From an optimization exercise on the open Yosys and OpenROAD flow, aimed at small area, a short achievable clock period and few clock cycles per item; shortcuts taken in it are not production practice. Function was not checked in any run shown here: the RTL went through the layout flow alone. Power and IR drop assume default switching activity.

--- run.sh ---
#!/bin/bash
# synth_recipe.tcl (not shown) runs the flow's synth.tcl, then flattens the netlist and writes it again
# the make line also repeats each setting of config.mk as NAME=value (left out here)
make -C /OpenROAD-flow-scripts/flow DESIGN_CONFIG=/design/flow/config.mk WORK_HOME=/design/flow/orfs CLKGATE_MAP_FILE= SYNTH_SCRIPT=/design/flow/synth_recipe.tcl finish
--- constraint.sdc ---
create_clock -name core_clock -period 6.0 [get_ports {clk}]
set_input_delay 1.2000 -clock core_clock [delete_from_list [all_inputs] [get_ports {clk}]]
set_output_delay 1.2000 -clock core_clock [all_outputs]
set_load 0.01 [all_outputs]
--- design.v ---
module booth_multiplier #(
    parameter int N = 64
)(
    input  logic                    clk,
    input  logic                    rst,
    input  logic                    start,
    input  logic signed [N-1:0]     multiplicand,
    input  logic signed [N-1:0]     multiplier,
    output logic signed [(2*N)-1:0] product,
    output logic                    done
);
    logic [63:0]   M;           
    logic [63:0]   Q;           
    logic [65:0]   S, C;        
    logic [7:0]    SL, CL;      
    logic [3:0]    one, two, ng;    
    logic [2:0]    cnt;
    logic          busy, fin;
    logic [8:0]    lsum;
    logic          cout;
    assign lsum = {1'b0, SL} + {1'b0, CL};
    assign cout = lsum[8];
    function automatic logic [2:0] recode(input logic [2:0] b);
        recode[2] = b[1] ^ b[0];
        recode[1] = (b[2] & ~b[1] & ~b[0]) | (~b[2] & b[1] & b[0]);
        recode[0] = b[2];
    endfunction
    logic [8:0] nb;       
    logic [3:0] one_n, two_n, ng_n;
    always_comb begin
        if (start) nb = {multiplier[7:0], 1'b0};
        else       nb = Q[15:7];
        for (int j = 0; j < 4; j++)
            {one_n[j], two_n[j], ng_n[j]} = recode(nb[2*j +: 3]);
    end
    logic [65:0] pp0;
    logic [65:0] pp1;
    logic [65:0] pp2;
    logic [65:0] pp3;
    always_comb begin
        pp0[0] = ng[0] ^ (one[0] & M[0]);
        for (int i = 1; i < 64; i++) pp0[i] = ng[0] ^ ((one[0] & M[i]) | (two[0] & M[i-1]));
        pp0[64] = ng[0] ^ ((one[0] | two[0]) & M[63]);
        pp0[65] = ~pp0[64];
        pp1[0] = ng[1] ^ (one[1] & M[0]);
        for (int i = 1; i < 64; i++) pp1[i] = ng[1] ^ ((one[1] & M[i]) | (two[1] & M[i-1]));
        pp1[64] = ng[1] ^ ((one[1] | two[1]) & M[63]);
        pp1[65] = ~pp1[64];
        pp2[0] = ng[2] ^ (one[2] & M[0]);
        for (int i = 1; i < 64; i++) pp2[i] = ng[2] ^ ((one[2] & M[i]) | (two[2] & M[i-1]));
        pp2[64] = ng[2] ^ ((one[2] | two[2]) & M[63]);
        pp2[65] = ~pp2[64];
        pp3[0] = ng[3] ^ (one[3] & M[0]);
        for (int i = 1; i < 64; i++) pp3[i] = ng[3] ^ ((one[3] & M[i]) | (two[3] & M[i-1]));
        pp3[64] = ng[3] ^ ((one[3] | two[3]) & M[63]);
        pp3[65] = ~pp3[64];
    end
    logic hs0, hc0, hs1, hc1, hs2, hc2, hs3, hc3;
    logic hs4, hc4, hs5, hc5, hs6, hc6, hs7, hc7;
    logic hs8, hc8, hs9, hc9, hs10, hc10, hs11, hc11;
    logic hs12, hc12, hs13, hc13, hs14, hc14, hs15, hc15;
    logic hs16, hc16, hs17, hc17, hs18, hc18, hs19, hc19;
    logic hs20, hc20, hs21, hc21, hs22, hc22, hs23, hc23;
    logic hs24, hc24, hs25, hc25, hs26, hc26, hs27, hc27;
    logic hs28, hc28, hs29, hc29, hs30, hc30, hs31, hc31;
    logic hs32, hc32, hs33, hc33, hs34, hc34, hs35, hc35;
    logic hs36, hc36, hs37, hc37, hs38, hc38, hs39, hc39;
    logic hs40, hc40, hs41, hc41, hs42, hc42, hs43, hc43;
    logic hs44, hc44, hs45, hc45, hs46, hc46, hs47, hc47;
    logic hs48, hc48, hs49, hc49, hs50, hc50, hs51, hc51;
    logic hs52, hc52, hs53, hc53, hs54, hc54, hs55, hc55;
    logic hs56, hc56, hs57, hc57, hs58, hc58, hs59, hc59;
    logic hs60, hc60, hs61, hc61, hs62, hc62, fs63, fc63;
    logic hs64, hc64, fs65, fc65, hs66, hc66, fs67, fc67;
    logic fs68, fc68, fs69, fc69, fs70, fc70, fs71, fc71;
    logic fs72, fc72, fs73, fc73, fs74, fc74, fs75, fc75;
    logic fs76, fc76, fs77, fc77, fs78, fc78, fs79, fc79;
    logic fs80, fc80, fs81, fc81, fs82, fc82, fs83, fc83;
    logic fs84, fc84, fs85, fc85, fs86, fc86, fs87, fc87;
    logic fs88, fc88, fs89, fc89, fs90, fc90, fs91, fc91;
    logic fs92, fc92, fs93, fc93, fs94, fc94, fs95, fc95;
    logic fs96, fc96, fs97, fc97, fs98, fc98, fs99, fc99;
    logic fs100, fc100, fs101, fc101, fs102, fc102, fs103, fc103;
    logic fs104, fc104, fs105, fc105, fs106, fc106, fs107, fc107;
    logic fs108, fc108, fs109, fc109, fs110, fc110, fs111, fc111;
    logic fs112, fc112, fs113, fc113, fs114, fc114, fs115, fc115;
    logic fs116, fc116, fs117, fc117, fs118, fc118, fs119, fc119;
    logic fs120, fc120, fs121, fc121, fs122, fc122, fs123, fc123;
    logic fs124, fc124, fs125, fc125, fs126, fc126, fs127, fc127;
    logic fs128, fc128, fs129, fc129, fs130, fc130, fs131, fc131;
    logic fs132, fc132, fs133, fc133, fs134, fc134, fs135, fc135;
    logic fs136, fc136, fs137, fc137, fs138, fc138, fs139, fc139;
    logic fs140, fc140, fs141, fc141, fs142, fc142, fs143, fc143;
    logic fs144, fc144, fs145, fc145, fs146, fc146, fs147, fc147;
    logic fs148, fc148, fs149, fc149, fs150, fc150, fs151, fc151;
    logic fs152, fc152, fs153, fc153, fs154, fc154, fs155, fc155;
    logic fs156, fc156, fs157, fc157, fs158, fc158, fs159, fc159;
    logic fs160, fc160, fs161, fc161, fs162, fc162, fs163, fc163;
    logic fs164, fc164, fs165, fc165, fs166, fc166, fs167, fc167;
    logic fs168, fc168, fs169, fc169, fs170, fc170, fs171, fc171;
    logic fs172, fc172, fs173, fc173, fs174, fc174, fs175, fc175;
    logic fs176, fc176, fs177, fc177, fs178, fc178, fs179, fc179;
    logic fs180, fc180, fs181, fc181, fs182, fc182, fs183, fc183;
    logic fs184, fc184, fs185, fc185, fs186, fc186, fs187, fc187;
    logic hs188, hc188, hs189, hc189, hs190, hc190, fs191, fc191;
    logic fs192, fc192, fs193, fc193, fs194, fc194, fs195, fc195;
    logic fs196, fc196, fs197, fc197, fs198, fc198, fs199, fc199;
    logic fs200, fc200, fs201, fc201, fs202, fc202, fs203, fc203;
    logic fs204, fc204, fs205, fc205, fs206, fc206, fs207, fc207;
    logic fs208, fc208, fs209, fc209, fs210, fc210, fs211, fc211;
    logic fs212, fc212, fs213, fc213, fs214, fc214, fs215, fc215;
    logic fs216, fc216, fs217, fc217, fs218, fc218, fs219, fc219;
    logic fs220, fc220, fs221, fc221, fs222, fc222, fs223, fc223;
    logic fs224, fc224, fs225, fc225, fs226, fc226, fs227, fc227;
    logic fs228, fc228, fs229, fc229, fs230, fc230, fs231, fc231;
    logic fs232, fc232, fs233, fc233, fs234, fc234, fs235, fc235;
    logic fs236, fc236, fs237, fc237, fs238, fc238, fs239, fc239;
    logic fs240, fc240, fs241, fc241, fs242, fc242, fs243, fc243;
    logic fs244, fc244, fs245, fc245, fs246, fc246, fs247, fc247;
    logic fs248, fc248, fs249, fc249, fs250, fc250, fs251, fc251;
    logic fs252, fc252, fs253, fc253, fs254, fc254, fs255, fc255;
    logic fs256, fc256, fs257, fc257, fs258, fc258, hs259, hc259;
    logic fs260, fc260, fs261, fc261, fs262, fc262, fs263, fc263;
    logic fs264, fc264, fs265, fc265, fs266, fc266, fs267, fc267;
    logic fs268, fc268, fs269, fc269, fs270, fc270, fs271, fc271;
    logic fs272, fc272, fs273, fc273, fs274, fc274, fs275, fc275;
    logic fs276, fc276, fs277, fc277, fs278, fc278, fs279, fc279;
    logic fs280, fc280, fs281, fc281, fs282, fc282, fs283, fc283;
    logic fs284, fc284, fs285, fc285, fs286, fc286, fs287, fc287;
    logic fs288, fc288, fs289, fc289, fs290, fc290, fs291, fc291;
    logic fs292, fc292, fs293, fc293, fs294, fc294, fs295, fc295;
    logic fs296, fc296, fs297, fc297, fs298, fc298, fs299, fc299;
    logic fs300, fc300, fs301, fc301, fs302, fc302, fs303, fc303;
    logic fs304, fc304, fs305, fc305, fs306, fc306, fs307, fc307;
    logic fs308, fc308, fs309, fc309, fs310, fc310, fs311, fc311;
    logic fs312, fc312, fs313, fc313, fs314, fc314, fs315, fc315;
    logic fs316, fc316, fs317, fc317, fs318, fc318, fs319, fc319;
    logic fs320, fc320, fs321, fc321, fs322, fc322, fs323, fc323;
    logic fs324, fc324, fs325, fc325, fs326, fc326, fs327, fc327;
    logic fs328, fc328, hs329, hc329;
    bm_ha u_hs0 (.a(S[6]), .b(C[6]), .s(hs0), .co(hc0));
    bm_ha u_hs1 (.a(S[7]), .b(C[7]), .s(hs1), .co(hc1));
    bm_ha u_hs2 (.a(S[8]), .b(C[8]), .s(hs2), .co(hc2));
    bm_ha u_hs3 (.a(S[9]), .b(C[9]), .s(hs3), .co(hc3));
    bm_ha u_hs4 (.a(S[10]), .b(C[10]), .s(hs4), .co(hc4));
    bm_ha u_hs5 (.a(S[11]), .b(C[11]), .s(hs5), .co(hc5));
    bm_ha u_hs6 (.a(S[12]), .b(C[12]), .s(hs6), .co(hc6));
    bm_ha u_hs7 (.a(S[13]), .b(C[13]), .s(hs7), .co(hc7));
    bm_ha u_hs8 (.a(S[14]), .b(C[14]), .s(hs8), .co(hc8));
    bm_ha u_hs9 (.a(S[15]), .b(C[15]), .s(hs9), .co(hc9));
    bm_ha u_hs10 (.a(S[16]), .b(C[16]), .s(hs10), .co(hc10));
    bm_ha u_hs11 (.a(S[17]), .b(C[17]), .s(hs11), .co(hc11));
    bm_ha u_hs12 (.a(S[18]), .b(C[18]), .s(hs12), .co(hc12));
    bm_ha u_hs13 (.a(S[19]), .b(C[19]), .s(hs13), .co(hc13));
    bm_ha u_hs14 (.a(S[20]), .b(C[20]), .s(hs14), .co(hc14));
    bm_ha u_hs15 (.a(S[21]), .b(C[21]), .s(hs15), .co(hc15));
    bm_ha u_hs16 (.a(S[22]), .b(C[22]), .s(hs16), .co(hc16));
    bm_ha u_hs17 (.a(S[23]), .b(C[23]), .s(hs17), .co(hc17));
    bm_ha u_hs18 (.a(S[24]), .b(C[24]), .s(hs18), .co(hc18));
    bm_ha u_hs19 (.a(S[25]), .b(C[25]), .s(hs19), .co(hc19));
    bm_ha u_hs20 (.a(S[26]), .b(C[26]), .s(hs20), .co(hc20));
    bm_ha u_hs21 (.a(S[27]), .b(C[27]), .s(hs21), .co(hc21));
    bm_ha u_hs22 (.a(S[28]), .b(C[28]), .s(hs22), .co(hc22));
    bm_ha u_hs23 (.a(S[29]), .b(C[29]), .s(hs23), .co(hc23));
    bm_ha u_hs24 (.a(S[30]), .b(C[30]), .s(hs24), .co(hc24));
    bm_ha u_hs25 (.a(S[31]), .b(C[31]), .s(hs25), .co(hc25));
    bm_ha u_hs26 (.a(S[32]), .b(C[32]), .s(hs26), .co(hc26));
    bm_ha u_hs27 (.a(S[33]), .b(C[33]), .s(hs27), .co(hc27));
    bm_ha u_hs28 (.a(S[34]), .b(C[34]), .s(hs28), .co(hc28));
    bm_ha u_hs29 (.a(S[35]), .b(C[35]), .s(hs29), .co(hc29));
    bm_ha u_hs30 (.a(S[36]), .b(C[36]), .s(hs30), .co(hc30));
    bm_ha u_hs31 (.a(S[37]), .b(C[37]), .s(hs31), .co(hc31));
    bm_ha u_hs32 (.a(S[38]), .b(C[38]), .s(hs32), .co(hc32));
    bm_ha u_hs33 (.a(S[39]), .b(C[39]), .s(hs33), .co(hc33));
    bm_ha u_hs34 (.a(S[40]), .b(C[40]), .s(hs34), .co(hc34));
    bm_ha u_hs35 (.a(S[41]), .b(C[41]), .s(hs35), .co(hc35));
    bm_ha u_hs36 (.a(S[42]), .b(C[42]), .s(hs36), .co(hc36));
    bm_ha u_hs37 (.a(S[43]), .b(C[43]), .s(hs37), .co(hc37));
    bm_ha u_hs38 (.a(S[44]), .b(C[44]), .s(hs38), .co(hc38));
    bm_ha u_hs39 (.a(S[45]), .b(C[45]), .s(hs39), .co(hc39));
    bm_ha u_hs40 (.a(S[46]), .b(C[46]), .s(hs40), .co(hc40));
    bm_ha u_hs41 (.a(S[47]), .b(C[47]), .s(hs41), .co(hc41));
    bm_ha u_hs42 (.a(S[48]), .b(C[48]), .s(hs42), .co(hc42));
    bm_ha u_hs43 (.a(S[49]), .b(C[49]), .s(hs43), .co(hc43));
    bm_ha u_hs44 (.a(S[50]), .b(C[50]), .s(hs44), .co(hc44));
    bm_ha u_hs45 (.a(S[51]), .b(C[51]), .s(hs45), .co(hc45));
    bm_ha u_hs46 (.a(S[52]), .b(C[52]), .s(hs46), .co(hc46));
    bm_ha u_hs47 (.a(S[53]), .b(C[53]), .s(hs47), .co(hc47));
    bm_ha u_hs48 (.a(S[54]), .b(C[54]), .s(hs48), .co(hc48));
    bm_ha u_hs49 (.a(S[55]), .b(C[55]), .s(hs49), .co(hc49));
    bm_ha u_hs50 (.a(S[56]), .b(C[56]), .s(hs50), .co(hc50));
    bm_ha u_hs51 (.a(S[57]), .b(C[57]), .s(hs51), .co(hc51));
    bm_ha u_hs52 (.a(S[58]), .b(C[58]), .s(hs52), .co(hc52));
    bm_ha u_hs53 (.a(S[59]), .b(C[59]), .s(hs53), .co(hc53));
    bm_ha u_hs54 (.a(S[60]), .b(C[60]), .s(hs54), .co(hc54));
    bm_ha u_hs55 (.a(S[61]), .b(C[61]), .s(hs55), .co(hc55));
    bm_ha u_hs56 (.a(S[62]), .b(C[62]), .s(hs56), .co(hc56));
    bm_ha u_hs57 (.a(S[63]), .b(C[63]), .s(hs57), .co(hc57));
    bm_ha u_hs58 (.a(S[64]), .b(C[64]), .s(hs58), .co(hc58));
    bm_ha u_hs59 (.a(S[65]), .b(C[65]), .s(hs59), .co(hc59));
    bm_ha u_hs60 (.a(S[0]), .b(C[0]), .s(hs60), .co(hc60));
    bm_ha u_hs61 (.a(S[2]), .b(C[2]), .s(hs61), .co(hc61));
    bm_ha u_hs62 (.a(S[3]), .b(C[3]), .s(hs62), .co(hc62));
    bm_fa u_fs63 (.a(S[4]), .b(C[4]), .c(pp0[4]), .s(fs63), .co(fc63));
    bm_ha u_hs64 (.a(pp1[2]), .b(pp2[0]), .s(hs64), .co(hc64));
    bm_fa u_fs65 (.a(S[5]), .b(C[5]), .c(pp0[5]), .s(fs65), .co(fc65));
    bm_ha u_hs66 (.a(pp1[3]), .b(pp2[1]), .s(hs66), .co(hc66));
    bm_fa u_fs67 (.a(hs0), .b(pp0[6]), .c(pp1[4]), .s(fs67), .co(fc67));
    bm_fa u_fs68 (.a(pp2[2]), .b(pp3[0]), .c(ng[3]), .s(fs68), .co(fc68));
    bm_fa u_fs69 (.a(hc0), .b(hs1), .c(pp0[7]), .s(fs69), .co(fc69));
    bm_fa u_fs70 (.a(pp1[5]), .b(pp2[3]), .c(pp3[1]), .s(fs70), .co(fc70));
    bm_fa u_fs71 (.a(hc1), .b(hs2), .c(pp0[8]), .s(fs71), .co(fc71));
    bm_fa u_fs72 (.a(pp1[6]), .b(pp2[4]), .c(pp3[2]), .s(fs72), .co(fc72));
    bm_fa u_fs73 (.a(hc2), .b(hs3), .c(pp0[9]), .s(fs73), .co(fc73));
    bm_fa u_fs74 (.a(pp1[7]), .b(pp2[5]), .c(pp3[3]), .s(fs74), .co(fc74));
    bm_fa u_fs75 (.a(hc3), .b(hs4), .c(pp0[10]), .s(fs75), .co(fc75));
    bm_fa u_fs76 (.a(pp1[8]), .b(pp2[6]), .c(pp3[4]), .s(fs76), .co(fc76));
    bm_fa u_fs77 (.a(hc4), .b(hs5), .c(pp0[11]), .s(fs77), .co(fc77));
    bm_fa u_fs78 (.a(pp1[9]), .b(pp2[7]), .c(pp3[5]), .s(fs78), .co(fc78));
    bm_fa u_fs79 (.a(hc5), .b(hs6), .c(pp0[12]), .s(fs79), .co(fc79));
    bm_fa u_fs80 (.a(pp1[10]), .b(pp2[8]), .c(pp3[6]), .s(fs80), .co(fc80));
    bm_fa u_fs81 (.a(hc6), .b(hs7), .c(pp0[13]), .s(fs81), .co(fc81));
    bm_fa u_fs82 (.a(pp1[11]), .b(pp2[9]), .c(pp3[7]), .s(fs82), .co(fc82));
    bm_fa u_fs83 (.a(hc7), .b(hs8), .c(pp0[14]), .s(fs83), .co(fc83));
    bm_fa u_fs84 (.a(pp1[12]), .b(pp2[10]), .c(pp3[8]), .s(fs84), .co(fc84));
    bm_fa u_fs85 (.a(hc8), .b(hs9), .c(pp0[15]), .s(fs85), .co(fc85));
    bm_fa u_fs86 (.a(pp1[13]), .b(pp2[11]), .c(pp3[9]), .s(fs86), .co(fc86));
    bm_fa u_fs87 (.a(hc9), .b(hs10), .c(pp0[16]), .s(fs87), .co(fc87));
    bm_fa u_fs88 (.a(pp1[14]), .b(pp2[12]), .c(pp3[10]), .s(fs88), .co(fc88));
    bm_fa u_fs89 (.a(hc10), .b(hs11), .c(pp0[17]), .s(fs89), .co(fc89));
    bm_fa u_fs90 (.a(pp1[15]), .b(pp2[13]), .c(pp3[11]), .s(fs90), .co(fc90));
    bm_fa u_fs91 (.a(hc11), .b(hs12), .c(pp0[18]), .s(fs91), .co(fc91));
    bm_fa u_fs92 (.a(pp1[16]), .b(pp2[14]), .c(pp3[12]), .s(fs92), .co(fc92));
    bm_fa u_fs93 (.a(hc12), .b(hs13), .c(pp0[19]), .s(fs93), .co(fc93));
    bm_fa u_fs94 (.a(pp1[17]), .b(pp2[15]), .c(pp3[13]), .s(fs94), .co(fc94));
    bm_fa u_fs95 (.a(hc13), .b(hs14), .c(pp0[20]), .s(fs95), .co(fc95));
    bm_fa u_fs96 (.a(pp1[18]), .b(pp2[16]), .c(pp3[14]), .s(fs96), .co(fc96));
    bm_fa u_fs97 (.a(hc14), .b(hs15), .c(pp0[21]), .s(fs97), .co(fc97));
    bm_fa u_fs98 (.a(pp1[19]), .b(pp2[17]), .c(pp3[15]), .s(fs98), .co(fc98));
    bm_fa u_fs99 (.a(hc15), .b(hs16), .c(pp0[22]), .s(fs99), .co(fc99));
    bm_fa u_fs100 (.a(pp1[20]), .b(pp2[18]), .c(pp3[16]), .s(fs100), .co(fc100));
    bm_fa u_fs101 (.a(hc16), .b(hs17), .c(pp0[23]), .s(fs101), .co(fc101));
    bm_fa u_fs102 (.a(pp1[21]), .b(pp2[19]), .c(pp3[17]), .s(fs102), .co(fc102));
    bm_fa u_fs103 (.a(hc17), .b(hs18), .c(pp0[24]), .s(fs103), .co(fc103));
    bm_fa u_fs104 (.a(pp1[22]), .b(pp2[20]), .c(pp3[18]), .s(fs104), .co(fc104));
    bm_fa u_fs105 (.a(hc18), .b(hs19), .c(pp0[25]), .s(fs105), .co(fc105));
    bm_fa u_fs106 (.a(pp1[23]), .b(pp2[21]), .c(pp3[19]), .s(fs106), .co(fc106));
    bm_fa u_fs107 (.a(hc19), .b(hs20), .c(pp0[26]), .s(fs107), .co(fc107));
    bm_fa u_fs108 (.a(pp1[24]), .b(pp2[22]), .c(pp3[20]), .s(fs108), .co(fc108));
    bm_fa u_fs109 (.a(hc20), .b(hs21), .c(pp0[27]), .s(fs109), .co(fc109));
    bm_fa u_fs110 (.a(pp1[25]), .b(pp2[23]), .c(pp3[21]), .s(fs110), .co(fc110));
    bm_fa u_fs111 (.a(hc21), .b(hs22), .c(pp0[28]), .s(fs111), .co(fc111));
    bm_fa u_fs112 (.a(pp1[26]), .b(pp2[24]), .c(pp3[22]), .s(fs112), .co(fc112));
    bm_fa u_fs113 (.a(hc22), .b(hs23), .c(pp0[29]), .s(fs113), .co(fc113));
    bm_fa u_fs114 (.a(pp1[27]), .b(pp2[25]), .c(pp3[23]), .s(fs114), .co(fc114));
    bm_fa u_fs115 (.a(hc23), .b(hs24), .c(pp0[30]), .s(fs115), .co(fc115));
    bm_fa u_fs116 (.a(pp1[28]), .b(pp2[26]), .c(pp3[24]), .s(fs116), .co(fc116));
    bm_fa u_fs117 (.a(hc24), .b(hs25), .c(pp0[31]), .s(fs117), .co(fc117));
    bm_fa u_fs118 (.a(pp1[29]), .b(pp2[27]), .c(pp3[25]), .s(fs118), .co(fc118));
    bm_fa u_fs119 (.a(hc25), .b(hs26), .c(pp0[32]), .s(fs119), .co(fc119));
    bm_fa u_fs120 (.a(pp1[30]), .b(pp2[28]), .c(pp3[26]), .s(fs120), .co(fc120));
    bm_fa u_fs121 (.a(hc26), .b(hs27), .c(pp0[33]), .s(fs121), .co(fc121));
    bm_fa u_fs122 (.a(pp1[31]), .b(pp2[29]), .c(pp3[27]), .s(fs122), .co(fc122));
    bm_fa u_fs123 (.a(hc27), .b(hs28), .c(pp0[34]), .s(fs123), .co(fc123));
    bm_fa u_fs124 (.a(pp1[32]), .b(pp2[30]), .c(pp3[28]), .s(fs124), .co(fc124));
    bm_fa u_fs125 (.a(hc28), .b(hs29), .c(pp0[35]), .s(fs125), .co(fc125));
    bm_fa u_fs126 (.a(pp1[33]), .b(pp2[31]), .c(pp3[29]), .s(fs126), .co(fc126));
    bm_fa u_fs127 (.a(hc29), .b(hs30), .c(pp0[36]), .s(fs127), .co(fc127));
    bm_fa u_fs128 (.a(pp1[34]), .b(pp2[32]), .c(pp3[30]), .s(fs128), .co(fc128));
    bm_fa u_fs129 (.a(hc30), .b(hs31), .c(pp0[37]), .s(fs129), .co(fc129));
    bm_fa u_fs130 (.a(pp1[35]), .b(pp2[33]), .c(pp3[31]), .s(fs130), .co(fc130));
    bm_fa u_fs131 (.a(hc31), .b(hs32), .c(pp0[38]), .s(fs131), .co(fc131));
    bm_fa u_fs132 (.a(pp1[36]), .b(pp2[34]), .c(pp3[32]), .s(fs132), .co(fc132));
    bm_fa u_fs133 (.a(hc32), .b(hs33), .c(pp0[39]), .s(fs133), .co(fc133));
    bm_fa u_fs134 (.a(pp1[37]), .b(pp2[35]), .c(pp3[33]), .s(fs134), .co(fc134));
    bm_fa u_fs135 (.a(hc33), .b(hs34), .c(pp0[40]), .s(fs135), .co(fc135));
    bm_fa u_fs136 (.a(pp1[38]), .b(pp2[36]), .c(pp3[34]), .s(fs136), .co(fc136));
    bm_fa u_fs137 (.a(hc34), .b(hs35), .c(pp0[41]), .s(fs137), .co(fc137));
    bm_fa u_fs138 (.a(pp1[39]), .b(pp2[37]), .c(pp3[35]), .s(fs138), .co(fc138));
    bm_fa u_fs139 (.a(hc35), .b(hs36), .c(pp0[42]), .s(fs139), .co(fc139));
    bm_fa u_fs140 (.a(pp1[40]), .b(pp2[38]), .c(pp3[36]), .s(fs140), .co(fc140));
    bm_fa u_fs141 (.a(hc36), .b(hs37), .c(pp0[43]), .s(fs141), .co(fc141));
    bm_fa u_fs142 (.a(pp1[41]), .b(pp2[39]), .c(pp3[37]), .s(fs142), .co(fc142));
    bm_fa u_fs143 (.a(hc37), .b(hs38), .c(pp0[44]), .s(fs143), .co(fc143));
    bm_fa u_fs144 (.a(pp1[42]), .b(pp2[40]), .c(pp3[38]), .s(fs144), .co(fc144));
    bm_fa u_fs145 (.a(hc38), .b(hs39), .c(pp0[45]), .s(fs145), .co(fc145));
    bm_fa u_fs146 (.a(pp1[43]), .b(pp2[41]), .c(pp3[39]), .s(fs146), .co(fc146));
    bm_fa u_fs147 (.a(hc39), .b(hs40), .c(pp0[46]), .s(fs147), .co(fc147));
    bm_fa u_fs148 (.a(pp1[44]), .b(pp2[42]), .c(pp3[40]), .s(fs148), .co(fc148));
    bm_fa u_fs149 (.a(hc40), .b(hs41), .c(pp0[47]), .s(fs149), .co(fc149));
    bm_fa u_fs150 (.a(pp1[45]), .b(pp2[43]), .c(pp3[41]), .s(fs150), .co(fc150));
    bm_fa u_fs151 (.a(hc41), .b(hs42), .c(pp0[48]), .s(fs151), .co(fc151));
    bm_fa u_fs152 (.a(pp1[46]), .b(pp2[44]), .c(pp3[42]), .s(fs152), .co(fc152));
    bm_fa u_fs153 (.a(hc42), .b(hs43), .c(pp0[49]), .s(fs153), .co(fc153));
    bm_fa u_fs154 (.a(pp1[47]), .b(pp2[45]), .c(pp3[43]), .s(fs154), .co(fc154));
    bm_fa u_fs155 (.a(hc43), .b(hs44), .c(pp0[50]), .s(fs155), .co(fc155));
    bm_fa u_fs156 (.a(pp1[48]), .b(pp2[46]), .c(pp3[44]), .s(fs156), .co(fc156));
    bm_fa u_fs157 (.a(hc44), .b(hs45), .c(pp0[51]), .s(fs157), .co(fc157));
    bm_fa u_fs158 (.a(pp1[49]), .b(pp2[47]), .c(pp3[45]), .s(fs158), .co(fc158));
    bm_fa u_fs159 (.a(hc45), .b(hs46), .c(pp0[52]), .s(fs159), .co(fc159));
    bm_fa u_fs160 (.a(pp1[50]), .b(pp2[48]), .c(pp3[46]), .s(fs160), .co(fc160));
    bm_fa u_fs161 (.a(hc46), .b(hs47), .c(pp0[53]), .s(fs161), .co(fc161));
    bm_fa u_fs162 (.a(pp1[51]), .b(pp2[49]), .c(pp3[47]), .s(fs162), .co(fc162));
    bm_fa u_fs163 (.a(hc47), .b(hs48), .c(pp0[54]), .s(fs163), .co(fc163));
    bm_fa u_fs164 (.a(pp1[52]), .b(pp2[50]), .c(pp3[48]), .s(fs164), .co(fc164));
    bm_fa u_fs165 (.a(hc48), .b(hs49), .c(pp0[55]), .s(fs165), .co(fc165));
    bm_fa u_fs166 (.a(pp1[53]), .b(pp2[51]), .c(pp3[49]), .s(fs166), .co(fc166));
    bm_fa u_fs167 (.a(hc49), .b(hs50), .c(pp0[56]), .s(fs167), .co(fc167));
    bm_fa u_fs168 (.a(pp1[54]), .b(pp2[52]), .c(pp3[50]), .s(fs168), .co(fc168));
    bm_fa u_fs169 (.a(hc50), .b(hs51), .c(pp0[57]), .s(fs169), .co(fc169));
    bm_fa u_fs170 (.a(pp1[55]), .b(pp2[53]), .c(pp3[51]), .s(fs170), .co(fc170));
    bm_fa u_fs171 (.a(hc51), .b(hs52), .c(pp0[58]), .s(fs171), .co(fc171));
    bm_fa u_fs172 (.a(pp1[56]), .b(pp2[54]), .c(pp3[52]), .s(fs172), .co(fc172));
    bm_fa u_fs173 (.a(hc52), .b(hs53), .c(pp0[59]), .s(fs173), .co(fc173));
    bm_fa u_fs174 (.a(pp1[57]), .b(pp2[55]), .c(pp3[53]), .s(fs174), .co(fc174));
    bm_fa u_fs175 (.a(hc53), .b(hs54), .c(pp0[60]), .s(fs175), .co(fc175));
    bm_fa u_fs176 (.a(pp1[58]), .b(pp2[56]), .c(pp3[54]), .s(fs176), .co(fc176));
    bm_fa u_fs177 (.a(hc54), .b(hs55), .c(pp0[61]), .s(fs177), .co(fc177));
    bm_fa u_fs178 (.a(pp1[59]), .b(pp2[57]), .c(pp3[55]), .s(fs178), .co(fc178));
    bm_fa u_fs179 (.a(hc55), .b(hs56), .c(pp0[62]), .s(fs179), .co(fc179));
    bm_fa u_fs180 (.a(pp1[60]), .b(pp2[58]), .c(pp3[56]), .s(fs180), .co(fc180));
    bm_fa u_fs181 (.a(hc56), .b(hs57), .c(pp0[63]), .s(fs181), .co(fc181));
    bm_fa u_fs182 (.a(pp1[61]), .b(pp2[59]), .c(pp3[57]), .s(fs182), .co(fc182));
    bm_fa u_fs183 (.a(hc57), .b(hs58), .c(pp0[64]), .s(fs183), .co(fc183));
    bm_fa u_fs184 (.a(pp1[62]), .b(pp2[60]), .c(pp3[58]), .s(fs184), .co(fc184));
    bm_fa u_fs185 (.a(hc58), .b(hs59), .c(pp0[65]), .s(fs185), .co(fc185));
    bm_fa u_fs186 (.a(pp1[63]), .b(pp2[61]), .c(pp3[59]), .s(fs186), .co(fc186));
    bm_fa u_fs187 (.a(hc59), .b(pp1[64]), .c(pp2[62]), .s(fs187), .co(fc187));
    bm_ha u_hs188 (.a(pp3[60]), .b(1'b1), .s(hs188), .co(hc188));
    bm_ha u_hs189 (.a(pp1[65]), .b(pp2[63]), .s(hs189), .co(hc189));
    bm_ha u_hs190 (.a(hs60), .b(pp0[0]), .s(hs190), .co(hc190));
    bm_fa u_fs191 (.a(hc60), .b(S[1]), .c(C[1]), .s(fs191), .co(fc191));
    bm_fa u_fs192 (.a(hs61), .b(pp0[2]), .c(pp1[0]), .s(fs192), .co(fc192));
    bm_fa u_fs193 (.a(hc61), .b(hs62), .c(pp0[3]), .s(fs193), .co(fc193));
    bm_fa u_fs194 (.a(hc62), .b(fs63), .c(hs64), .s(fs194), .co(fc194));
    bm_fa u_fs195 (.a(fc63), .b(hc64), .c(fs65), .s(fs195), .co(fc195));
    bm_fa u_fs196 (.a(fc65), .b(hc66), .c(fs67), .s(fs196), .co(fc196));
    bm_fa u_fs197 (.a(fc67), .b(fc68), .c(fs69), .s(fs197), .co(fc197));
    bm_fa u_fs198 (.a(fc69), .b(fc70), .c(fs71), .s(fs198), .co(fc198));
    bm_fa u_fs199 (.a(fc71), .b(fc72), .c(fs73), .s(fs199), .co(fc199));
    bm_fa u_fs200 (.a(fc73), .b(fc74), .c(fs75), .s(fs200), .co(fc200));
    bm_fa u_fs201 (.a(fc75), .b(fc76), .c(fs77), .s(fs201), .co(fc201));
    bm_fa u_fs202 (.a(fc77), .b(fc78), .c(fs79), .s(fs202), .co(fc202));
    bm_fa u_fs203 (.a(fc79), .b(fc80), .c(fs81), .s(fs203), .co(fc203));
    bm_fa u_fs204 (.a(fc81), .b(fc82), .c(fs83), .s(fs204), .co(fc204));
    bm_fa u_fs205 (.a(fc83), .b(fc84), .c(fs85), .s(fs205), .co(fc205));
    bm_fa u_fs206 (.a(fc85), .b(fc86), .c(fs87), .s(fs206), .co(fc206));
    bm_fa u_fs207 (.a(fc87), .b(fc88), .c(fs89), .s(fs207), .co(fc207));
    bm_fa u_fs208 (.a(fc89), .b(fc90), .c(fs91), .s(fs208), .co(fc208));
    bm_fa u_fs209 (.a(fc91), .b(fc92), .c(fs93), .s(fs209), .co(fc209));
    bm_fa u_fs210 (.a(fc93), .b(fc94), .c(fs95), .s(fs210), .co(fc210));
    bm_fa u_fs211 (.a(fc95), .b(fc96), .c(fs97), .s(fs211), .co(fc211));
    bm_fa u_fs212 (.a(fc97), .b(fc98), .c(fs99), .s(fs212), .co(fc212));
    bm_fa u_fs213 (.a(fc99), .b(fc100), .c(fs101), .s(fs213), .co(fc213));
    bm_fa u_fs214 (.a(fc101), .b(fc102), .c(fs103), .s(fs214), .co(fc214));
    bm_fa u_fs215 (.a(fc103), .b(fc104), .c(fs105), .s(fs215), .co(fc215));
    bm_fa u_fs216 (.a(fc105), .b(fc106), .c(fs107), .s(fs216), .co(fc216));
    bm_fa u_fs217 (.a(fc107), .b(fc108), .c(fs109), .s(fs217), .co(fc217));
    bm_fa u_fs218 (.a(fc109), .b(fc110), .c(fs111), .s(fs218), .co(fc218));
    bm_fa u_fs219 (.a(fc111), .b(fc112), .c(fs113), .s(fs219), .co(fc219));
    bm_fa u_fs220 (.a(fc113), .b(fc114), .c(fs115), .s(fs220), .co(fc220));
    bm_fa u_fs221 (.a(fc115), .b(fc116), .c(fs117), .s(fs221), .co(fc221));
    bm_fa u_fs222 (.a(fc117), .b(fc118), .c(fs119), .s(fs222), .co(fc222));
    bm_fa u_fs223 (.a(fc119), .b(fc120), .c(fs121), .s(fs223), .co(fc223));
    bm_fa u_fs224 (.a(fc121), .b(fc122), .c(fs123), .s(fs224), .co(fc224));
    bm_fa u_fs225 (.a(fc123), .b(fc124), .c(fs125), .s(fs225), .co(fc225));
    bm_fa u_fs226 (.a(fc125), .b(fc126), .c(fs127), .s(fs226), .co(fc226));
    bm_fa u_fs227 (.a(fc127), .b(fc128), .c(fs129), .s(fs227), .co(fc227));
    bm_fa u_fs228 (.a(fc129), .b(fc130), .c(fs131), .s(fs228), .co(fc228));
    bm_fa u_fs229 (.a(fc131), .b(fc132), .c(fs133), .s(fs229), .co(fc229));
    bm_fa u_fs230 (.a(fc133), .b(fc134), .c(fs135), .s(fs230), .co(fc230));
    bm_fa u_fs231 (.a(fc135), .b(fc136), .c(fs137), .s(fs231), .co(fc231));
    bm_fa u_fs232 (.a(fc137), .b(fc138), .c(fs139), .s(fs232), .co(fc232));
    bm_fa u_fs233 (.a(fc139), .b(fc140), .c(fs141), .s(fs233), .co(fc233));
    bm_fa u_fs234 (.a(fc141), .b(fc142), .c(fs143), .s(fs234), .co(fc234));
    bm_fa u_fs235 (.a(fc143), .b(fc144), .c(fs145), .s(fs235), .co(fc235));
    bm_fa u_fs236 (.a(fc145), .b(fc146), .c(fs147), .s(fs236), .co(fc236));
    bm_fa u_fs237 (.a(fc147), .b(fc148), .c(fs149), .s(fs237), .co(fc237));
    bm_fa u_fs238 (.a(fc149), .b(fc150), .c(fs151), .s(fs238), .co(fc238));
    bm_fa u_fs239 (.a(fc151), .b(fc152), .c(fs153), .s(fs239), .co(fc239));
    bm_fa u_fs240 (.a(fc153), .b(fc154), .c(fs155), .s(fs240), .co(fc240));
    bm_fa u_fs241 (.a(fc155), .b(fc156), .c(fs157), .s(fs241), .co(fc241));
    bm_fa u_fs242 (.a(fc157), .b(fc158), .c(fs159), .s(fs242), .co(fc242));
    bm_fa u_fs243 (.a(fc159), .b(fc160), .c(fs161), .s(fs243), .co(fc243));
    bm_fa u_fs244 (.a(fc161), .b(fc162), .c(fs163), .s(fs244), .co(fc244));
    bm_fa u_fs245 (.a(fc163), .b(fc164), .c(fs165), .s(fs245), .co(fc245));
    bm_fa u_fs246 (.a(fc165), .b(fc166), .c(fs167), .s(fs246), .co(fc246));
    bm_fa u_fs247 (.a(fc167), .b(fc168), .c(fs169), .s(fs247), .co(fc247));
    bm_fa u_fs248 (.a(fc169), .b(fc170), .c(fs171), .s(fs248), .co(fc248));
    bm_fa u_fs249 (.a(fc171), .b(fc172), .c(fs173), .s(fs249), .co(fc249));
    bm_fa u_fs250 (.a(fc173), .b(fc174), .c(fs175), .s(fs250), .co(fc250));
    bm_fa u_fs251 (.a(fc175), .b(fc176), .c(fs177), .s(fs251), .co(fc251));
    bm_fa u_fs252 (.a(fc177), .b(fc178), .c(fs179), .s(fs252), .co(fc252));
    bm_fa u_fs253 (.a(fc179), .b(fc180), .c(fs181), .s(fs253), .co(fc253));
    bm_fa u_fs254 (.a(fc181), .b(fc182), .c(fs183), .s(fs254), .co(fc254));
    bm_fa u_fs255 (.a(fc183), .b(fc184), .c(fs185), .s(fs255), .co(fc255));
    bm_fa u_fs256 (.a(fc185), .b(fc186), .c(fs187), .s(fs256), .co(fc256));
    bm_fa u_fs257 (.a(fc187), .b(hc188), .c(hs189), .s(fs257), .co(fc257));
    bm_fa u_fs258 (.a(hc189), .b(pp2[64]), .c(pp3[62]), .s(fs258), .co(fc258));
    bm_ha u_hs259 (.a(hs190), .b(ng[0]), .s(hs259), .co(hc259));
    bm_fa u_fs260 (.a(hc190), .b(fs191), .c(pp0[1]), .s(fs260), .co(fc260));
    bm_fa u_fs261 (.a(fc191), .b(fs192), .c(ng[1]), .s(fs261), .co(fc261));
    bm_fa u_fs262 (.a(fc192), .b(fs193), .c(pp1[1]), .s(fs262), .co(fc262));
    bm_fa u_fs263 (.a(fc193), .b(fs194), .c(ng[2]), .s(fs263), .co(fc263));
    bm_fa u_fs264 (.a(fc194), .b(fs195), .c(hs66), .s(fs264), .co(fc264));
    bm_fa u_fs265 (.a(fc195), .b(fs196), .c(fs68), .s(fs265), .co(fc265));
    bm_fa u_fs266 (.a(fc196), .b(fs197), .c(fs70), .s(fs266), .co(fc266));
    bm_fa u_fs267 (.a(fc197), .b(fs198), .c(fs72), .s(fs267), .co(fc267));
    bm_fa u_fs268 (.a(fc198), .b(fs199), .c(fs74), .s(fs268), .co(fc268));
    bm_fa u_fs269 (.a(fc199), .b(fs200), .c(fs76), .s(fs269), .co(fc269));
    bm_fa u_fs270 (.a(fc200), .b(fs201), .c(fs78), .s(fs270), .co(fc270));
    bm_fa u_fs271 (.a(fc201), .b(fs202), .c(fs80), .s(fs271), .co(fc271));
    bm_fa u_fs272 (.a(fc202), .b(fs203), .c(fs82), .s(fs272), .co(fc272));
    bm_fa u_fs273 (.a(fc203), .b(fs204), .c(fs84), .s(fs273), .co(fc273));
    bm_fa u_fs274 (.a(fc204), .b(fs205), .c(fs86), .s(fs274), .co(fc274));
    bm_fa u_fs275 (.a(fc205), .b(fs206), .c(fs88), .s(fs275), .co(fc275));
    bm_fa u_fs276 (.a(fc206), .b(fs207), .c(fs90), .s(fs276), .co(fc276));
    bm_fa u_fs277 (.a(fc207), .b(fs208), .c(fs92), .s(fs277), .co(fc277));
    bm_fa u_fs278 (.a(fc208), .b(fs209), .c(fs94), .s(fs278), .co(fc278));
    bm_fa u_fs279 (.a(fc209), .b(fs210), .c(fs96), .s(fs279), .co(fc279));
    bm_fa u_fs280 (.a(fc210), .b(fs211), .c(fs98), .s(fs280), .co(fc280));
    bm_fa u_fs281 (.a(fc211), .b(fs212), .c(fs100), .s(fs281), .co(fc281));
    bm_fa u_fs282 (.a(fc212), .b(fs213), .c(fs102), .s(fs282), .co(fc282));
    bm_fa u_fs283 (.a(fc213), .b(fs214), .c(fs104), .s(fs283), .co(fc283));
    bm_fa u_fs284 (.a(fc214), .b(fs215), .c(fs106), .s(fs284), .co(fc284));
    bm_fa u_fs285 (.a(fc215), .b(fs216), .c(fs108), .s(fs285), .co(fc285));
    bm_fa u_fs286 (.a(fc216), .b(fs217), .c(fs110), .s(fs286), .co(fc286));
    bm_fa u_fs287 (.a(fc217), .b(fs218), .c(fs112), .s(fs287), .co(fc287));
    bm_fa u_fs288 (.a(fc218), .b(fs219), .c(fs114), .s(fs288), .co(fc288));
    bm_fa u_fs289 (.a(fc219), .b(fs220), .c(fs116), .s(fs289), .co(fc289));
    bm_fa u_fs290 (.a(fc220), .b(fs221), .c(fs118), .s(fs290), .co(fc290));
    bm_fa u_fs291 (.a(fc221), .b(fs222), .c(fs120), .s(fs291), .co(fc291));
    bm_fa u_fs292 (.a(fc222), .b(fs223), .c(fs122), .s(fs292), .co(fc292));
    bm_fa u_fs293 (.a(fc223), .b(fs224), .c(fs124), .s(fs293), .co(fc293));
    bm_fa u_fs294 (.a(fc224), .b(fs225), .c(fs126), .s(fs294), .co(fc294));
    bm_fa u_fs295 (.a(fc225), .b(fs226), .c(fs128), .s(fs295), .co(fc295));
    bm_fa u_fs296 (.a(fc226), .b(fs227), .c(fs130), .s(fs296), .co(fc296));
    bm_fa u_fs297 (.a(fc227), .b(fs228), .c(fs132), .s(fs297), .co(fc297));
    bm_fa u_fs298 (.a(fc228), .b(fs229), .c(fs134), .s(fs298), .co(fc298));
    bm_fa u_fs299 (.a(fc229), .b(fs230), .c(fs136), .s(fs299), .co(fc299));
    bm_fa u_fs300 (.a(fc230), .b(fs231), .c(fs138), .s(fs300), .co(fc300));
    bm_fa u_fs301 (.a(fc231), .b(fs232), .c(fs140), .s(fs301), .co(fc301));
    bm_fa u_fs302 (.a(fc232), .b(fs233), .c(fs142), .s(fs302), .co(fc302));
    bm_fa u_fs303 (.a(fc233), .b(fs234), .c(fs144), .s(fs303), .co(fc303));
    bm_fa u_fs304 (.a(fc234), .b(fs235), .c(fs146), .s(fs304), .co(fc304));
    bm_fa u_fs305 (.a(fc235), .b(fs236), .c(fs148), .s(fs305), .co(fc305));
    bm_fa u_fs306 (.a(fc236), .b(fs237), .c(fs150), .s(fs306), .co(fc306));
    bm_fa u_fs307 (.a(fc237), .b(fs238), .c(fs152), .s(fs307), .co(fc307));
    bm_fa u_fs308 (.a(fc238), .b(fs239), .c(fs154), .s(fs308), .co(fc308));
    bm_fa u_fs309 (.a(fc239), .b(fs240), .c(fs156), .s(fs309), .co(fc309));
    bm_fa u_fs310 (.a(fc240), .b(fs241), .c(fs158), .s(fs310), .co(fc310));
    bm_fa u_fs311 (.a(fc241), .b(fs242), .c(fs160), .s(fs311), .co(fc311));
    bm_fa u_fs312 (.a(fc242), .b(fs243), .c(fs162), .s(fs312), .co(fc312));
    bm_fa u_fs313 (.a(fc243), .b(fs244), .c(fs164), .s(fs313), .co(fc313));
    bm_fa u_fs314 (.a(fc244), .b(fs245), .c(fs166), .s(fs314), .co(fc314));
    bm_fa u_fs315 (.a(fc245), .b(fs246), .c(fs168), .s(fs315), .co(fc315));
    bm_fa u_fs316 (.a(fc246), .b(fs247), .c(fs170), .s(fs316), .co(fc316));
    bm_fa u_fs317 (.a(fc247), .b(fs248), .c(fs172), .s(fs317), .co(fc317));
    bm_fa u_fs318 (.a(fc248), .b(fs249), .c(fs174), .s(fs318), .co(fc318));
    bm_fa u_fs319 (.a(fc249), .b(fs250), .c(fs176), .s(fs319), .co(fc319));
    bm_fa u_fs320 (.a(fc250), .b(fs251), .c(fs178), .s(fs320), .co(fc320));
    bm_fa u_fs321 (.a(fc251), .b(fs252), .c(fs180), .s(fs321), .co(fc321));
    bm_fa u_fs322 (.a(fc252), .b(fs253), .c(fs182), .s(fs322), .co(fc322));
    bm_fa u_fs323 (.a(fc253), .b(fs254), .c(fs184), .s(fs323), .co(fc323));
    bm_fa u_fs324 (.a(fc254), .b(fs255), .c(fs186), .s(fs324), .co(fc324));
    bm_fa u_fs325 (.a(fc255), .b(fs256), .c(hs188), .s(fs325), .co(fc325));
    bm_fa u_fs326 (.a(fc256), .b(fs257), .c(pp3[61]), .s(fs326), .co(fc326));
    bm_fa u_fs327 (.a(fc257), .b(fs258), .c(1'b1), .s(fs327), .co(fc327));
    bm_fa u_fs328 (.a(fc258), .b(pp2[65]), .c(pp3[63]), .s(fs328), .co(fc328));
    bm_ha u_hs329 (.a(pp3[64]), .b(1'b1), .s(hs329), .co(hc329));
    logic [65:0] S_t, C_t;
    logic [7:0] SL_t, CL_t;
    assign SL_t[0] = hs259;
    assign CL_t[0] = cout;
    assign SL_t[1] = hc259;
    assign CL_t[1] = fs260;
    assign SL_t[2] = fc260;
    assign CL_t[2] = fs261;
    assign SL_t[3] = fc261;
    assign CL_t[3] = fs262;
    assign SL_t[4] = fc262;
    assign CL_t[4] = fs263;
    assign SL_t[5] = fc263;
    assign CL_t[5] = fs264;
    assign SL_t[6] = fc264;
    assign CL_t[6] = fs265;
    assign SL_t[7] = fc265;
    assign CL_t[7] = fs266;
    assign S_t[0] = fc266;
    assign C_t[0] = fs267;
    assign S_t[1] = fc267;
    assign C_t[1] = fs268;
    assign S_t[2] = fc268;
    assign C_t[2] = fs269;
    assign S_t[3] = fc269;
    assign C_t[3] = fs270;
    assign S_t[4] = fc270;
    assign C_t[4] = fs271;
    assign S_t[5] = fc271;
    assign C_t[5] = fs272;
    assign S_t[6] = fc272;
    assign C_t[6] = fs273;
    assign S_t[7] = fc273;
    assign C_t[7] = fs274;
    assign S_t[8] = fc274;
    assign C_t[8] = fs275;
    assign S_t[9] = fc275;
    assign C_t[9] = fs276;
    assign S_t[10] = fc276;
    assign C_t[10] = fs277;
    assign S_t[11] = fc277;
    assign C_t[11] = fs278;
    assign S_t[12] = fc278;
    assign C_t[12] = fs279;
    assign S_t[13] = fc279;
    assign C_t[13] = fs280;
    assign S_t[14] = fc280;
    assign C_t[14] = fs281;
    assign S_t[15] = fc281;
    assign C_t[15] = fs282;
    assign S_t[16] = fc282;
    assign C_t[16] = fs283;
    assign S_t[17] = fc283;
    assign C_t[17] = fs284;
    assign S_t[18] = fc284;
    assign C_t[18] = fs285;
    assign S_t[19] = fc285;
    assign C_t[19] = fs286;
    assign S_t[20] = fc286;
    assign C_t[20] = fs287;
    assign S_t[21] = fc287;
    assign C_t[21] = fs288;
    assign S_t[22] = fc288;
    assign C_t[22] = fs289;
    assign S_t[23] = fc289;
    assign C_t[23] = fs290;
    assign S_t[24] = fc290;
    assign C_t[24] = fs291;
    assign S_t[25] = fc291;
    assign C_t[25] = fs292;
    assign S_t[26] = fc292;
    assign C_t[26] = fs293;
    assign S_t[27] = fc293;
    assign C_t[27] = fs294;
    assign S_t[28] = fc294;
    assign C_t[28] = fs295;
    assign S_t[29] = fc295;
    assign C_t[29] = fs296;
    assign S_t[30] = fc296;
    assign C_t[30] = fs297;
    assign S_t[31] = fc297;
    assign C_t[31] = fs298;
    assign S_t[32] = fc298;
    assign C_t[32] = fs299;
    assign S_t[33] = fc299;
    assign C_t[33] = fs300;
    assign S_t[34] = fc300;
    assign C_t[34] = fs301;
    assign S_t[35] = fc301;
    assign C_t[35] = fs302;
    assign S_t[36] = fc302;
    assign C_t[36] = fs303;
    assign S_t[37] = fc303;
    assign C_t[37] = fs304;
    assign S_t[38] = fc304;
    assign C_t[38] = fs305;
    assign S_t[39] = fc305;
    assign C_t[39] = fs306;
    assign S_t[40] = fc306;
    assign C_t[40] = fs307;
    assign S_t[41] = fc307;
    assign C_t[41] = fs308;
    assign S_t[42] = fc308;
    assign C_t[42] = fs309;
    assign S_t[43] = fc309;
    assign C_t[43] = fs310;
    assign S_t[44] = fc310;
    assign C_t[44] = fs311;
    assign S_t[45] = fc311;
    assign C_t[45] = fs312;
    assign S_t[46] = fc312;
    assign C_t[46] = fs313;
    assign S_t[47] = fc313;
    assign C_t[47] = fs314;
    assign S_t[48] = fc314;
    assign C_t[48] = fs315;
    assign S_t[49] = fc315;
    assign C_t[49] = fs316;
    assign S_t[50] = fc316;
    assign C_t[50] = fs317;
    assign S_t[51] = fc317;
    assign C_t[51] = fs318;
    assign S_t[52] = fc318;
    assign C_t[52] = fs319;
    assign S_t[53] = fc319;
    assign C_t[53] = fs320;
    assign S_t[54] = fc320;
    assign C_t[54] = fs321;
    assign S_t[55] = fc321;
    assign C_t[55] = fs322;
    assign S_t[56] = fc322;
    assign C_t[56] = fs323;
    assign S_t[57] = fc323;
    assign C_t[57] = fs324;
    assign S_t[58] = fc324;
    assign C_t[58] = fs325;
    assign S_t[59] = fc325;
    assign C_t[59] = fs326;
    assign S_t[60] = fc326;
    assign C_t[60] = fs327;
    assign S_t[61] = fc327;
    assign C_t[61] = fs328;
    assign S_t[62] = fc328;
    assign C_t[62] = hs329;
    assign S_t[63] = hc329;
    assign C_t[63] = pp3[65];
    assign S_t[64] = 1'b1;
    assign C_t[64] = 1'b0;
    assign S_t[65] = 1'b0;
    assign C_t[65] = 1'b0;
    logic [71:0] cpa;
    assign cpa = {S[63:0], SL} + {C[63:0], CL};
    localparam logic [65:0] S_INIT = 66'd1 << 65;
    always_ff @(posedge clk) begin
        if (start) begin
            M   <= multiplicand;
            Q   <= multiplier;
            S   <= S_INIT;
            C   <= '0;
            SL  <= '0;
            CL  <= '0;
            cnt <= '0;
        end else if (busy) begin
            Q   <= {lsum[7:0], Q[63:8]};
            S   <= S_t;
            C   <= C_t;
            SL  <= SL_t;
            CL  <= CL_t;
            cnt <= cnt + 1'b1;
        end else begin
            if (fin) Q <= {cpa[7:0], Q[63:8]};
            S   <= {2'd0, cpa[71:8]};
            C   <= '0;
            SL  <= '0;
            CL  <= '0;
        end
        if (start || busy) begin
            one <= one_n;
            two <= two_n;
            ng  <= ng_n;
        end
    end
    always_ff @(posedge clk or posedge rst) begin
        if (rst) begin
            busy <= 1'b0;
            fin  <= 1'b0;
            done <= 1'b0;
        end else begin
            if (start) begin
                busy <= 1'b1;
                fin  <= 1'b0;
                done <= 1'b0;
            end else begin
                if (busy && cnt == 7) begin
                    busy <= 1'b0;
                    fin  <= 1'b1;
                end
                if (fin) begin
                    fin  <= 1'b0;
                    done <= 1'b1;
                end
            end
        end
    end
    assign product = {S[63:0], Q};
endmodule
module bm_fa (input logic a, input logic b, input logic c, output logic s, output logic co);
    assign s  = a ^ b ^ c;
    assign co = (a & b) | (a & c) | (b & c);
endmodule
module bm_ha (input logic a, input logic b, output logic s, output logic co);
    assign s  = a ^ b;
    assign co = a & b;
endmodule
--- config.mk ---
export PLATFORM = sky130hd
export DESIGN_NAME = booth_multiplier
export DESIGN_NICKNAME = booth_multiplier
export VERILOG_FILES = /design/flow/design.v
export SDC_FILE = /design/flow/constraint.sdc
export NUM_CORES = 4
export LEC_CHECK = 0
export CAP_MARGIN = 20
export CORE_MARGIN = 2
export CORE_UTILIZATION = 40
export SETUP_SLACK_MARGIN = 3.0
export SLEW_MARGIN = 20
export SYNTH_HIERARCHICAL = 1
export SYNTH_MINIMUM_KEEP_SIZE = 0
==> summary.txt, run 1 <==
detailed router's first-iteration violation count=1,356; Hold WC Path Type=flop to flop; Critical Path Start Type=flop; Placed Instance Area=27,740 µm²; wire length of the first global-routing pass=115,000 µm; detail-routed via count per cell=5.675; average wire per cell in the routed design=23.96 µm; clock-pin transition on the worst setup and hold timing paths=0.06 ns; DIE WIDTH=255.4 µm; critical path's largest stage delay=0.36 ns; Final Net Count=3,032; worst reg-to-reg path cell count=13; final clock skew=0.01412 ns; primary flip-flop cell chosen by synthesis mapping=sky130_fd_sc_hd__dfxtp_1; layout-stage area growth over the synthesis result=24.16%; hold worst-path end=fin; most common library cell in the layout ignoring fill and taps=sky130_fd_sc_hd__xnor2_1; die outline area=65,240 µm²; half-perimeter wire length after detailed placement=53,230 µm; post-detailed-routing wire length=80,830 µm; outcome=finished clean; number of standard cells after synthesis=2,389; cell internal power dissipation=0.01010 W; Reg area=7297 µm²; ratio of final minimum period to clock period=0.5396; worst flop-to-flop path endpoint=S[56]; CTS root buffer=sky130_fd_sc_hd__clkbuf_16; required arrival time at the worst endpoint=6.46 ns; proportion of register bits with asynchronous set or reset after synthesis=0.01027; part of the total power dissipated in sequential elements=0.187; combined global-route utilization of all metal layers=0.2206; TritonCTS sink count=292; setup repair after global routing missed its margin=true; setup TNS after final layout=0 ns; number of antenna repair diodes=0; iteration count of the initial detailed-routing pass=7; clock insertion delay at the later pin of the skew report=0.57 ns; average footprint of a synthesized cell=10.58 µm²; Critical Path Fanout Max=5; worst hold path depth=1; power spent charging and discharging nets=0.007813 W; maximum frequency from static timing analysis=308.9 MHz; Critical Path, Cell by Cell=ha_4, inv_2, fa_2, nor2b_4, o2111ai_2, a21o_1, a211o_1, a211o_1, a31oi_4, a41o_4, a21oi_2, o2111a_1, a221o_1; share of power burned in combinational logic=0.679; final cell area excluding filler cells=31,400 µm²; Critical Path Slowest Stage Cell=sky130_fd_sc_hd__fa_2; Post-DRT Antenna Nets=0; launch point of the critical path=SL[0]; number of global-route vias before repair=19,850; synthesized flop and latch total=292; number of cell rows=92; Cell Pwr Density=570.5 nW/µm²; area of the multi-input gates=17,780 µm²; Setup crit end kind=flop; Port Buffers=259; Ports=260; max-cap violations=0; number of warnings reported in the yosys synthesis log=7; final instance count without filler cells=3,373; CTS tree=built; clock tree buffer depth=3; overflow left after global routing=0; maximum number of pins on one net before global-route repair=66; final-report hold violation count=0; total power after layout=0.01791 W; starting density of the core=0.4031; R2R setup slack=2.76 ns; area of the core=62,740 µm²; weighted congestion reported at the end of routability-driven placement=0.8834; number of failing setup endpoints in the final timing report=0; Lkg Pwr=11.84 nW; number of cells in the design after placement=3,239; part of the total power dissipated in the clock network=0.134; final number of max-transition violations=0; FILL cells=5,541; commonest cells after routing, fill and taps aside=sky130_fd_sc_hd__xnor2_1 (288), sky130_fd_sc_hd__clkdlybuf4s50_1 (258), sky130_fd_sc_hd__a22oi_1 (201); ratio of cells with drive above 1 in the final layout=0.1860; worst ir drop on vdd=0.0002394 V; fraction of power spent switching nets=0.4362; data arrival time of the critical path=3.69 ns; number of antenna violations at the first check in global routing=1; critical register-to-register path startpoint=SL[0]; most common cell type on the critical path=sky130_fd_sc_hd__a211o_1; H-tree Lvls=2; post-layout min period=3.238 ns; Die Height=255.4 µm; worst slew pin tran=0.9660 ns; Inserted Clock Buffers=38; number of flops mapped to enable cells by yosys=140; startpoint of the tightest hold check path=fin; vias after detailed routing=19,140; post-synth design cell area=25,290 µm²; portion of the post-synthesis area used by sequential elements=0.2872; Unique masters post-synth=75; worst setup path class=flop to flop; cts hold-fix bufs=0; drc violations=0; worst rel slew slack=0.3560
[synthesized netlist by cell type, drive strengths merged, types with 26 or more instances]
master / number / area [µm²]
nor2: 69 / 259.0
clkbuf: 157 / 664.4
a21oi: 106 / 534.3
inv: 39 / 146.4
a21o: 34 / 255.2
o21ai: 95 / 475.5
a22oi: 252 / 1892
and2: 85 / 531.8
dfxtp: 149 / 2983
mux2: 51 / 574.3
edfxtp: 140 / 4204
fa: 261 / 5225
buf: 122 / 709.4
nand2: 150 / 563.0
ha: 143 / 1789
xnor2: 307 / 2689
nand4: 26 / 162.7
[critical path, delay by kind of cell, from the launching register on]
| kind | cells | cell delay, ns |
|---|---|---|
| AOI/OAI and AO/OA | 9 | 2.10 |
| adders and majority gates | 2 | 0.50 |
| and+or+nand+nor | 1 | 0.14 |
| DFF | 1 | 0.34 |
| buffers and inverters | 1 | 0.04 |
[modules after synthesis (local to each module, per instance)]
module            times used  cells inside
bm_ha                     70             1
bm_fa                    260             1
booth_multiplier           1          2059
[how the worst max path moves through the flow]
stage                       end  slack [ns]  depth (start not counted)
final                     S[56]        2.76                         13
after detailed placement  S[58]        2.33                         13
after floorplan            C[2]        3.01                          7
after global routing      S[42]        2.66                         13
after CTS                 S[42]        2.65                         13
after global placement    S[50]        2.32                         11
[final cells by class]
cell class	instances	share of cell area
flip-flops and latches	292	0.2324
clock inverters	21	0.008369
clock buffers	49	0.03324
well taps	846	0.03372
inverters	39	0.004782
multi-input cells	1782	0.5664
repair buffers	344	0.1210
[power by group through the flow]
stage	Clock (W)	Combinational [W]	Sequential, W
after floorplan	0	0.00781	0.00304
after detailed placement	0	0.0110	0.00331
after global placement	0	0.0110	0.00331
after CTS	0.00246	0.0114	0.00329
final	0.00240	0.0122	0.00335
after global routing	0.00253	0.0137	0.00340
[kinds of logic after synthesis]
group,Yosys count,share of synthesized area
fa+ha+maj,404,0.2774
compound gates,586,0.1589
simple gates,401,0.07695
other cells,2,0.0002970
buf+inv,318,0.06012
mux,59,0.02588
xor+xnor,327,0.1133
flops,292,0.2872
[registers in the layout, indices dropped and copies added (netlist names)]
signal and count:
C 64, CL 8, M 64, Q 64, S 66, SL 8, busy 1, cnt 3
done 1, fin 1, ng 4, one 4, two 4
[repair_timing]
| action | in CTS | in global routing |
|---|---|---|
| endpoints found under the setup margin | 133 | 127 |
| buffers inserted | 16 | 33 |
| gates resized for setup | 100 | 280 |
| cloned | 0 | 15 |
| pin swaps | 27 | 113 |
[routing by layer]
metal | track usage | vias to the layer above | share of wire | wire length [µm]
met5 | 0 | - | 0.00042 | 34
met4 | 0.05523 | 2 | 0.034 | 2745
met3 | 0.04385 | 157 | 0.080 | 6441
met2 | 0.3788 | 794 | 0.48 | 38910
met1 | 0.2843 | 9628 | 0.40 | 32700
li1 | - | 8560 | - | -
[stage by stage]
| step | utilization | setup WS [ns] | hold WS (ns) |
|---|---|---|---|
| 6_report | 0.5004 | 2.762 | 0.4841 |
| 5_1_grt | 0.5004 | 2.660 | 0.5208 |
| 4_1_cts | 0.4724 | 2.648 | 0.4810 |
| 3_5_place_dp | 0.4422 | 2.334 | 0.4695 |
| 3_3_place_gp | 0.4422 | 2.324 | 0.4647 |
| 2_1_floorplan | - | 3.015 | 0.4318 |
==> run 2, diff against run 1 <==
--- a/config.mk
+++ b/config.mk
@@ -10,3 +10,2 @@
 export CORE_UTILIZATION = 40
-export SETUP_SLACK_MARGIN = 3.0
 export SLEW_MARGIN = 20
==> run 2 against run 1 <==
Global-route usage barely moved. Clock-buffer cell count stayed put. Register-to-register slack lost 0.43 ns. Die area is the same. Synthesized area unchanged. Utilization is 3.9 points lower. Critical path depth shrank 2. Sequential share of layout area up 1.9 points. Wire length shrank 11%. Combinational power decreased by 9.8%.
==> summary.txt, run 2 <==
compound-gate portion of the synthesized area=0.1589; Lkg Pwr=11.11 nW; worst reg-to-reg path cell count=11; number of standard cells after synthesis=2,389; XOR/XNOR share of the synthesized area=0.1133; drc violations=0; setup TNS after final layout=0 ns; Reg area=7262 µm²; average footprint of a synthesized cell=10.58 µm²; number of antenna repair diodes=0; Post-DRT Antenna Nets=0; cts hold-fix bufs=0; overflow left after global routing=0; final instance count without filler cells=3,306; largest area contributor in the synthesized netlist=sky130_fd_sc_hd__fa_1; leading cell types by total area after synthesis=sky130_fd_sc_hd__fa_1 (21%), sky130_fd_sc_hd__edfxtp_1 (17%), sky130_fd_sc_hd__dfxtp_1 (12%); DIE WIDTH=255.4 µm; post_cts resized=0; final clock skew=0.02190 ns; maximum number of pins on one net before global-route repair=66; clock tree buffer depth=3; ratio of cells with drive above 1 in the final layout=0.06138; commonest cells after routing, fill and taps aside=sky130_fd_sc_hd__xnor2_1 (307), sky130_fd_sc_hd__fa_1 (261), sky130_fd_sc_hd__clkdlybuf4s50_1 (258); proportion of register bits with asynchronous set or reset after synthesis=0.01027; clock insertion delay at the later pin of the skew report=0.57 ns; startpoint of the tightest hold check path=done; Util after Layout=0.4610; number of antenna violations at the first check in global routing=0; number of warnings reported in the yosys synthesis log=7; worst slew pin tran=1.078 ns; maximum frequency from static timing analysis=272.4 MHz; number of flip-flops in the largest register=66; clock-pin transition on the worst setup and hold timing paths=0.06 ns; share of Yosys cell area claimed by the top area cell type=0.2066; H-tree Lvls=2; area of the multi-input gates=16,520 µm²; peak-usage layer in the global routing report=met2; Final Net Count=2,969; number of cells in the design after placement=3,241; Inserted Clock Buffers=37; TritonCTS sink count=292; CTS tree=built; portion of the post-synthesis area used by sequential elements=0.2872; leading post-synthesis cells by instance count=sky130_fd_sc_hd__xnor2_1 (307), sky130_fd_sc_hd__fa_1 (261), sky130_fd_sc_hd__a22oi_1 (252), sky130_fd_sc_hd__nand2_1 (150), sky130_fd_sc_hd__dfxtp_1 (149); setup repair after global routing missed its margin=false; worst ir drop on vdd=0.0002561 V; worst rel slew slack=0.2802; starting density of the core=0.4031; worst flop-to-flop path endpoint=S[50]; hold worst-path end=done; final-report hold violation count=0; required arrival time at the worst endpoint=6.40 ns; Port Buffers=259; worst hold path depth=2; number of flops mapped to enable cells by yosys=140; number of cell rows=92; detail-routed via count per cell=5.553; synthesized flop and latch total=292; GR Util met1=0.2878; post-CTS setup buffer count=0; combined global-route utilization of all metal layers=0.2204; GR Util met3=0.04226; number of global-route vias before repair=19,620; Placed Instance Area=27,750 µm²; wire length of the first global-routing pass=115,000 µm; layout-stage area growth over the synthesis result=14.39%; R2R setup slack=2.33 ns; data arrival time of the critical path=4.07 ns; critical register-to-register path startpoint=S[10]; area of the core=62,740 µm²; Cell Pwr Density=568.1 nW/µm²; Die Height=255.4 µm; ratio of final minimum period to clock period=0.6118; Critical Path Fanout Max=8; Ports=260; Adder-Cell Fraction of Synth Area=0.2774; Critical Path Start Type=flop; proportion of synthesized area in mux cells=0.02588; most common library cell in the layout ignoring fill and taps=sky130_fd_sc_hd__xnor2_1; Unique masters post-synth=75; post-layout min period=3.671 ns; average wire per cell in the routed design=21.73 µm; detailed router's first-iteration violation count=1,302; final cell area excluding filler cells=28,920 µm²; smallest hold slack=0.4949 ns; post-detailed-routing wire length=71,850 µm; primary flip-flop cell chosen by synthesis mapping=sky130_fd_sc_hd__dfxtp_1; iteration count of the initial detailed-routing pass=6; FILL cells=5,843; half-perimeter wire length after detailed placement=53,660 µm; GR met2 Demand/Resource=0.3745; number of failing setup endpoints in the final timing report=0; outcome=finished clean; die outline area=65,240 µm²; max-cap violations=0; most frequently used cell type in the post-synthesis netlist=sky130_fd_sc_hd__xnor2_1; CTS root buffer=sky130_fd_sc_hd__clkbuf_16; worst setup path class=flop to flop; Hold WC Path Type=flop to flop; Setup crit end kind=flop; weighted congestion reported at the end of routability-driven placement=0.9074; Reg with most FFs=S; simple-gate share of the synthesized area=0.07695; final number of max-transition violations=0; main combinational cell family by area after synthesis=adder cells; post-synth design cell area=25,290 µm²; vias after detailed routing=18,360
==> run 2: cell counts after synthesis <==
No cell type changed its count.
==> run 2: through the flow <==
step / total power (W) / setup WS (ns)
2_1_floorplan: 0.01084 / 1.948
3_3_place_gp: 0.01425 / 2.248
3_5_place_dp: 0.01426 / 2.190
4_1_cts: 0.01671 / 2.261
5_1_grt: 0.01821 / 1.951
6_report: 0.01643 / 2.329
==> run 2: modules after synthesis (local to each module, per instance) <==
module            cells inside  flops+latches  copies in the design  area (µm²)
bm_ha                        1              0                    70       12.51
booth_multiplier          2059            292                     1       19200
bm_fa                        1              0                   260       20.02
==> run 2: layer usage <==
layer	vias to the layer above	part of all wire	routed length [µm]
met5	-	0	0
met4	0	0.021	1508
met3	105	0.062	4489
met2	659	0.49	35180
met1	9190	0.43	30670
li1	8404	-	-
==> run 2: critical path, cell delays in order, from the launching register on <==
cell	delay, ns
sky130_fd_sc_hd__dfxtp_1	0.41
sky130_fd_sc_hd__ha_1	0.35
sky130_fd_sc_hd__nand4_1	0.21
sky130_fd_sc_hd__nor3_1	0.12
sky130_fd_sc_hd__and3_1	0.24
sky130_fd_sc_hd__a32o_1	0.25
sky130_fd_sc_hd__a2111oi_0	0.64
sky130_fd_sc_hd__a2111oi_1	0.19
sky130_fd_sc_hd__nor3_1	0.67
sky130_fd_sc_hd__o21bai_1	0.18
sky130_fd_sc_hd__xnor2_1	0.19
sky130_fd_sc_hd__o21ai_1	0.07
==> run 2: final cells by class <==
type	count	area share
tap	846	0.03660
inverter	39	0.005061
sequential	292	0.2511
timing repair buffer	282	0.09564
clock buffer	49	0.03560
multi-input combinational	1782	0.5710
clock inverter	16	0.005018
==> run 2: cells by family (layout without fill, tap and decap cells) <==
group                      after synthesis  count (layout)
other                                    2               5
muxes                                   59              59
and+or+nand+nor                        401             401
adders and majority gates              404             404
AOI/OAI and AO/OA                      586             586
DFF                                    292             292
buffers and inverters                  318             386
xor gates and xnor gates               327             327
==> run 2: where the power goes <==
| group | total [W] | switching [W] | internal (W) |
|---|---|---|---|
| Clock | 0.00221 | 0.000941 | 0.00127 |
| Combinational | 0.0110 | 0.00580 | 0.00516 |
| Sequential | 0.00326 | 0.000530 | 0.00273 |
| Total | 0.0164 | 0.00727 | 0.00916 |
==> run 2: worst max-delay path by stage <==
stage               cells after the start  startpoint     to
global route                           11       S[10]  S[62]
CTS                                    11       S[10]  S[50]
global placement                        5       start  S[63]
floorplan                               4       start   Q[0]
detailed placement                      5       start  S[63]
finish                                 11       S[10]  S[50]

afterwards: timing with drivers on the ports:
In the flow no input, the clock included, has a driving cell. The finished layouts below were timed again as built, in two steps.
Step 1 assumes that a clkbuf_16 drives the clock port and a buf_2 every other input.
Step 2 also shifts input and output timing later by t, the mid clock arrival at the registers, as if the neighbouring blocks saw the same clock.
Three values: ideal, step 1, step 2; two values: the first two.
run	t, ns	setup WS [ns]	slew at the worst register clock pin (ns)	worst slew at a driven data input, ns
run 1	0.627	2.762 / 2.762 / 2.562	0.06 / 0.06	0.07
run 2	0.625	2.329 / 2.329 / 2.199	0.06 / 0.06	0.07
After both steps every run listed still meets setup and hold. The setup slack of run 1, which loses most, moves by 0.000 ns with the drivers and by -0.200 ns with both steps.
